This design comes from an exercise in tuning for small area, a short achievable clock period and few clock cycles on the open sky130 flow, not from production work. Only simulation tests tie the RTL to the original design; equivalence was not proved. No activity file was given, so power comes from the tool's default toggle rates.

### flow/design.v
`timescale 1ns/10ps
module ELA(clk, rst, in_data, data_rd, req, wen, addr, data_wr, done);
	input				clk;
	input				rst;
	input		[7:0]	in_data;
	input		[7:0]	data_rd;
	output				req;
	output	reg			wen;
	output	reg	[9:0]	addr;
	output	reg	[7:0]	data_wr;	 
	output				done;
	reg			interp, fin;
	reg			s_rb, s_w;	 
	reg	[7:0]	x;	 
	reg	[7:0]	y;	 
	reg	[7:0]	pp;	 
	reg	[7:0]	q;	 
	reg	[7:0]	r;	 
	reg	[7:0]	dreg, areg;	 
	reg	[7:0]	m;			 
	wire s_rt = ~s_rb & ~s_w;
	assign req  = ~interp;
	assign done = fin;
	function [7:0] absd;
		input [7:0] x, y;
		reg [7:0] g, e, G1, E1, G2, E2, G3, E3, bo, bo2;
		integer i;
		begin
			g = x & ~y;
			e = ~(x ^ y);
			for (i = 0; i < 8; i = i + 1)
				if (i % 2 == 1) begin G1[i] = g[i] | e[i] & g[i-1]; E1[i] = e[i] & e[i-1]; end
				else begin G1[i] = g[i]; E1[i] = e[i]; end
			for (i = 0; i < 8; i = i + 1)
				if (i % 4 >= 2) begin G2[i] = G1[i] | E1[i] & G1[(i/4)*4+1]; E2[i] = E1[i] & E1[(i/4)*4+1]; end
				else begin G2[i] = G1[i]; E2[i] = E1[i]; end
			for (i = 0; i < 8; i = i + 1)
				if (i >= 4) begin G3[i] = G2[i] | E2[i] & G2[3]; E3[i] = E2[i] & E2[3]; end
				else begin G3[i] = G2[i]; E3[i] = E2[i]; end
			bo  = {~(G3[6:0] | E3[6:0]), 1'b0};
			bo2 = {G3[6:0], 1'b0};
			absd = G3[7] ? (~e ^ bo) : (~e ^ bo2);
		end
	endfunction
	function [7:0] avg8;
		input [7:0] x, y;
		reg [7:0] g, p, G1, P1, G2, P2, G3, P3;
		integer i;
		begin
			g = x & y; p = x ^ y;
			for (i = 0; i < 8; i = i + 1)
				if (i % 2 == 1) begin G1[i] = g[i] | p[i] & g[i-1]; P1[i] = p[i] & p[i-1]; end
				else begin G1[i] = g[i]; P1[i] = p[i]; end
			for (i = 0; i < 8; i = i + 1)
				if (i % 4 >= 2) begin G2[i] = G1[i] | P1[i] & G1[(i/4)*4+1]; P2[i] = P1[i] & P1[(i/4)*4+1]; end
				else begin G2[i] = G1[i]; P2[i] = P1[i]; end
			for (i = 0; i < 8; i = i + 1)
				if (i >= 4) begin G3[i] = G2[i] | P2[i] & G2[3]; P3[i] = P2[i] & P2[3]; end
				else begin G3[i] = G2[i]; P3[i] = P2[i]; end
			avg8 = {G3[7], p[7:1] ^ G3[6:0]};
		end
	endfunction
	wire [8:0] ix = {addr[9:6], addr[4:0]};
	wire [8:0] kst = {s_rb, s_rb, s_rb, s_rt & interp, s_rb, s_rb, s_rb,
			s_rb | s_w, s_w | ~interp & wen};
	function [8:0] add9;
		input [8:0] u, v;
		integer j; reg c;
		begin
			c = 1'b0;
			for (j = 0; j < 9; j = j + 1) begin
				add9[j] = u[j] ^ v[j] ^ c;
				c = (u[j] & v[j]) | (c & (u[j] ^ v[j]));
			end
		end
	endfunction
	wire [8:0] i_next = add9(ix, kst);
	always @(posedge clk) begin
		dreg <= absd(x, y);
		areg <= avg8(x, y);
	end
	wire edge_col = (ix[4:0] == 5'd1) || (ix[4:0] == 5'd2);
	wire le;
	ELA_le8 u_le(.v(dreg), .u(m), .le(le));
	wire take = s_w | le | (s_rb & edge_col);
	always @(posedge clk) begin
		if (take)
			m <= dreg;
		if (!interp)
			data_wr <= in_data;
		else if (take)
			data_wr <= areg;
	end
	always @(posedge clk or posedge rst) begin
		if (rst) begin
			interp <= 1'b0;
			fin <= 1'b0;
			s_rb <= 1'b0;
			s_w <= 1'b0;
			wen <= 1'b0;
			addr <= 10'd0;
		end else if (fin) begin
			wen <= 1'b0;
		end else begin
			addr <= {i_next[8:5], interp & s_rb, i_next[4:0]};
			if (!interp) begin
				wen <= ~(wen & (&ix));
				if (wen & (&ix))
					interp <= 1'b1;
			end else begin
				s_rb <= s_rt;
				s_w <= s_rb;
				wen <= s_rb & (ix[8:1] != 8'd16);
				if (s_rb && ix == 9'd1)
					fin <= 1'b1;
			end
		end
	end
	always @(posedge clk) begin
		if (s_rt) begin
			x <= data_rd; r <= x;
		end else if (s_rb) begin
			x <= r; y <= data_rd; r <= x;
		end else begin
			x <= pp; y <= q; pp <= r; q <= y;
		end
	end
endmodule
module ELA_le8(v, u, le);
	input	[7:0]	v, u;
	output			le;
	wire [7:0] g = v & ~u;
	wire [7:0] e = ~(v ^ u);
	wire g10 = g[1] | e[1] & g[0], e10 = e[1] & e[0];
	wire g32 = g[3] | e[3] & g[2], e32 = e[3] & e[2];
	wire g54 = g[5] | e[5] & g[4], e54 = e[5] & e[4];
	wire g76 = g[7] | e[7] & g[6], e76 = e[7] & e[6];
	wire g30 = g32 | e32 & g10;
	wire g74 = g76 | e76 & g54, e74 = e76 & e54;
	assign le = ~(g74 | e74 & g30);
endmodule
### flow/flow/run.sh
#!/bin/bash
# Layout flow: the standard ORFS flow, with two changes:
#  - synthesis does not extract full/half adder cells (ADDER_MAP_FILE empty),
#    so ABC maps all of the arithmetic itself;
#  - the port buffers are sky130_fd_sc_hd__buf_2 cells.
set -euo pipefail
bash standard.sh ADDER_MAP_FILE= \
  "BUFFER_PORTS_ARGS=-buffer_cell sky130_fd_sc_hd__buf_2" \
  finish > make_finish.log 2>&1
### flow/standard.sh
#!/bin/bash
# synth_recipe.tcl (not shown) runs the flow's synth.tcl, then flattens the netlist and writes it again
# the make line also repeats each setting of config.mk as NAME=value (left out here)
make -C /OpenROAD-flow-scripts/flow DESIGN_CONFIG=/design/flow/config.mk WORK_HOME=/design/flow/orfs CLKGATE_MAP_FILE= SYNTH_SCRIPT=/design/flow/synth_recipe.tcl "${@:-finish}"
### flow/config.mk
export PLATFORM = sky130hd
export DESIGN_NAME = ELA
export DESIGN_NICKNAME = ELA
export VERILOG_FILES = /design/flow/design.v
export SDC_FILE = /design/flow/constraint.sdc
export NUM_CORES = 8
export LEC_CHECK = 0
export CAP_MARGIN = 20
export CORE_MARGIN = 2
export CORE_UTILIZATION = 40
export CTS_BUF_LIST = sky130_fd_sc_hd__clkbuf_8
export SETUP_SLACK_MARGIN = 4.6
export SLEW_MARGIN = 20
export SYNTH_HIERARCHICAL = 1
### flow/constraint.sdc
create_clock -name core_clock -period 7.0 [get_ports {clk}]
set_input_delay 1.4000 -clock core_clock [delete_from_list [all_inputs] [get_ports {clk}]]
set_output_delay 1.4000 -clock core_clock [all_outputs]
set_load 0.01 [all_outputs]
==> summary.txt <==
-- worst max-delay path: stages (launching register included) --
cell	delay, ps
dfrtp_2	410
inv_2	90
buf_2	130
-- routing by layer --
layer | vias to the layer above | wire (µm) | global-route usage, %
met3 | 7 | 227 | 3.27
met1 | 1186 | 3620 | 19.7
met4 | 0 | 112 | 5.50
met2 | 45 | 3480 | 22.7
met5 | - | 0 | 0
li1 | 1255 | - | -
-- flip-flops by register name, indices dropped and copies added (netlist names), 8 cells and up --
| signal | cells |
|---|---|
| addr | 10 |
| areg | 8 |
| data_wr | 8 |
| dreg | 8 |
| m | 8 |
| pp | 8 |
| q | 8 |
| r | 8 |
| x | 8 |
| y | 8 |
-- synthesized netlist by cell type (all sizes together), types with 14 or more instances --
| library cell | number |
|---|---|
| dfrtp | 15 |
| dfxtp | 24 |
| edfxtp | 48 |
| inv | 21 |
| maj3 | 14 |
| mux2 | 17 |
| mux2i | 15 |
| nand2 | 24 |
| nor2 | 20 |
| o21ai | 17 |
| xnor2 | 15 |
| xor2 | 15 |
-- what timing repair did --
item                                    CTS  global route
endpoints found under the setup margin    6            32
resized for setup                         6             9
pin swaps                                 0             4
cloned                                    0             0
setup buffers                             5             5
-- report_power, final --
part           internal [W]  leakage [nW]  switching [W]
Clock              0.000165        0.0855       0.000180
Combinational     0.0000340         0.891      0.0000378
Sequential         0.000566         0.855      0.0000151
Total              0.000765          1.83       0.000233
-- logic make-up (layout without fill, tap and decap cells) --
family | count (synthesis) | after routing | share of synthesized area (%)
adder cells (fa/ha/maj) | 14 | 14 | 3.98
multiplexers | 32 | 32 | 8.61
XOR/XNOR | 30 | 30 | 6.63
buffers and inverters | 31 | 86 | 2.97
flip-flops | 87 | 87 | 57.9
AO/OA/AOI/OAI | 55 | 55 | 10.1
AND/OR/NAND/NOR | 77 | 77 | 9.81
-- per-module statistics from Yosys (local to each module, per instance) --
module   cells  area, µm²
ELA_le8     20        151
ELA        306       3810
-- final timing paths --
check,endpoint,slack (ps)
max in group asynchronous,addr[0],5490
setup reg to reg,areg[7],4720
setup / recovery,req,4620
hold reg to reg,m[0],430
min in group asynchronous,addr[5],1090
hold / removal,m[0],430
-- metrics by stage --
stage	power [W]	cell area [µm²]	setup slack (ps)	instances	utilization (%)
after global routing	0.00104	4620	4570	514	47.7
final	0.000998	4620	4620	514	47.7
after CTS	0.00101	4540	4540	509	46.9
after detailed placement	0.000662	4300	4600	488	44.4
after global placement	0.000659	4300	4630	488	44.4
after floorplan	0.000639	3970	4830	326	-
-- area by class of cell --
| type | count | area [µm²] | share of cell area, % |
|---|---|---|---|
| multi-input combinational | 208 | 1590 | 34.4 |
| timing repair buffer | 49 | 277 | 5.99 |
| tap | 133 | 166 | 3.60 |
| clock inverter | 7 | 72.6 | 1.57 |
| sequential | 87 | 2310 | 50.0 |
| inverter | 21 | 78.8 | 1.71 |
| clock buffer | 9 | 124 | 2.68 |
==> out/metrics.cfg <==
[yosys]
netlist.top_cell.by_area = edfxtp_1
synth.top_cells.by_area = edfxtp_1 (36%), dfxtp_1 (12%), dfrtp_1 (9.5%)
synth_top_area_share_pct = 36.4
synth-edff-count = 48
ys_ff_latch = 87
syn_avg_cell_area_um2 = 12.2
async_flop_share_pct = 17.2
synth.distinct_cells = 49
ys.flop_type = edfxtp_1
yosys_warnings = 7
syn_inst = 326
syn-num-nets = 344
ys_seq_area_share_pct = 57.9
netlist_area_um2 = 3970

[critical_path]
critPathLaunch = interp
worst-path-max-fanout = 5
timing.rr.start = y[0]
startpoint_type = register
crit_arrival_ps = 980
crit_type = register to output pin
reg2reg_depth = 7
crit_required_ps = 5600
end_kind = output pin

[cells_and_area]
antenna_cells = 0
drive_gt1_share_pct = 31.2
syn2layout_area_growth_pct = 16.4
final_nets = 394
final_common_cell = edfxtp_1
fillers = 905
final_cell_mix = edfxtp_1 (48), buf_2 (38), nand2_1 (24), dfxtp_1 (24)

[place]
place_congestion = 0.740
port_buffers = 38
dp_hpwl_um = 5330

[sta]
tns_ps = 0
worst_hold_slack_ps = 428
setup_violations = 0
final-hold-violation-count = 0
fin_crit_sh_pct = 34.0
rsz0062_at_grt = true
min_period_ps = 2380
fmax_mhz = 420
skew_ps = 16.3
maxSlewHeadroom_pct = 56.4
maxSlewViolCount = 0
tightest_slew_ps = 652

[route]
wl_per_cell_um = 14.5
detail_route.vias_per_cell = 4.85
drt-total-wl_um = 7450
drc_errors = 0
drt_pre_antenna_iters = 4
drtIter0Drc = 56
postRouteAntennaNets = 0
vias = 2493

[grt]
grt-ovfl-total = 0
grt_pass1_wl_um = 12200
grtUsageTotal_pct = 14.5
grt_pass1_vias = 2435
antenna_found_initial = 0
grt_max_degree = 42

[flow_run]
cap_violations = 0

[die]
rows = 36
initial_core_util_pct = 40.9
io_pins = 39
design.core.area_um2 = 9680
die_h_um = 104
dieArea_um2 = 10700
dieWidth_um = 104

[cts]
cts-root-buf = clkbuf_8
cts_tree = yes
cts_sinks = 87
worstSkewPairLatency_ps = 350
cts_buffers = 9
clockBufferDepth = 2
cts-htree-levels = 3
holdBufCountCts = 0
clk_pin_slew_ps = 90

[hold_path]
holdPathStages = 0
hp-class = register to register
worst_hold_startpoint = dreg[0]

[outcome]
status = finished clean

[pwr]
power_leakage_nw = 1.83
peakVddDrop_mv = 0.131
power_density_nw_per_um2 = 216

Testbench counts, summed over its fixed seeds: cycles 62,688.

re-timing with driven ports:
Ports are ideal in the flow. The routed layout listed here was re-timed in OpenROAD. Step 1 assumes that a clkbuf_16 drives the clock port and a buf_2 every other input. Step 2 times the ports against the registers' clock, not the clock port: input delays grow and output delays shrink by t, the midpoint of the rising clock arrivals with the driver on. Three values: ideal ports, drivers, drivers and shift; two values: the first two.
t, ns: 0.376
setup slack, ns: 4.621 / 4.589 / 4.719
clock arrival spread, ns: 0.017 / 0.017
After both steps this run still meets setup and hold. The setup slack of this run moves by -0.032 ns with the drivers and by +0.098 ns with both steps.
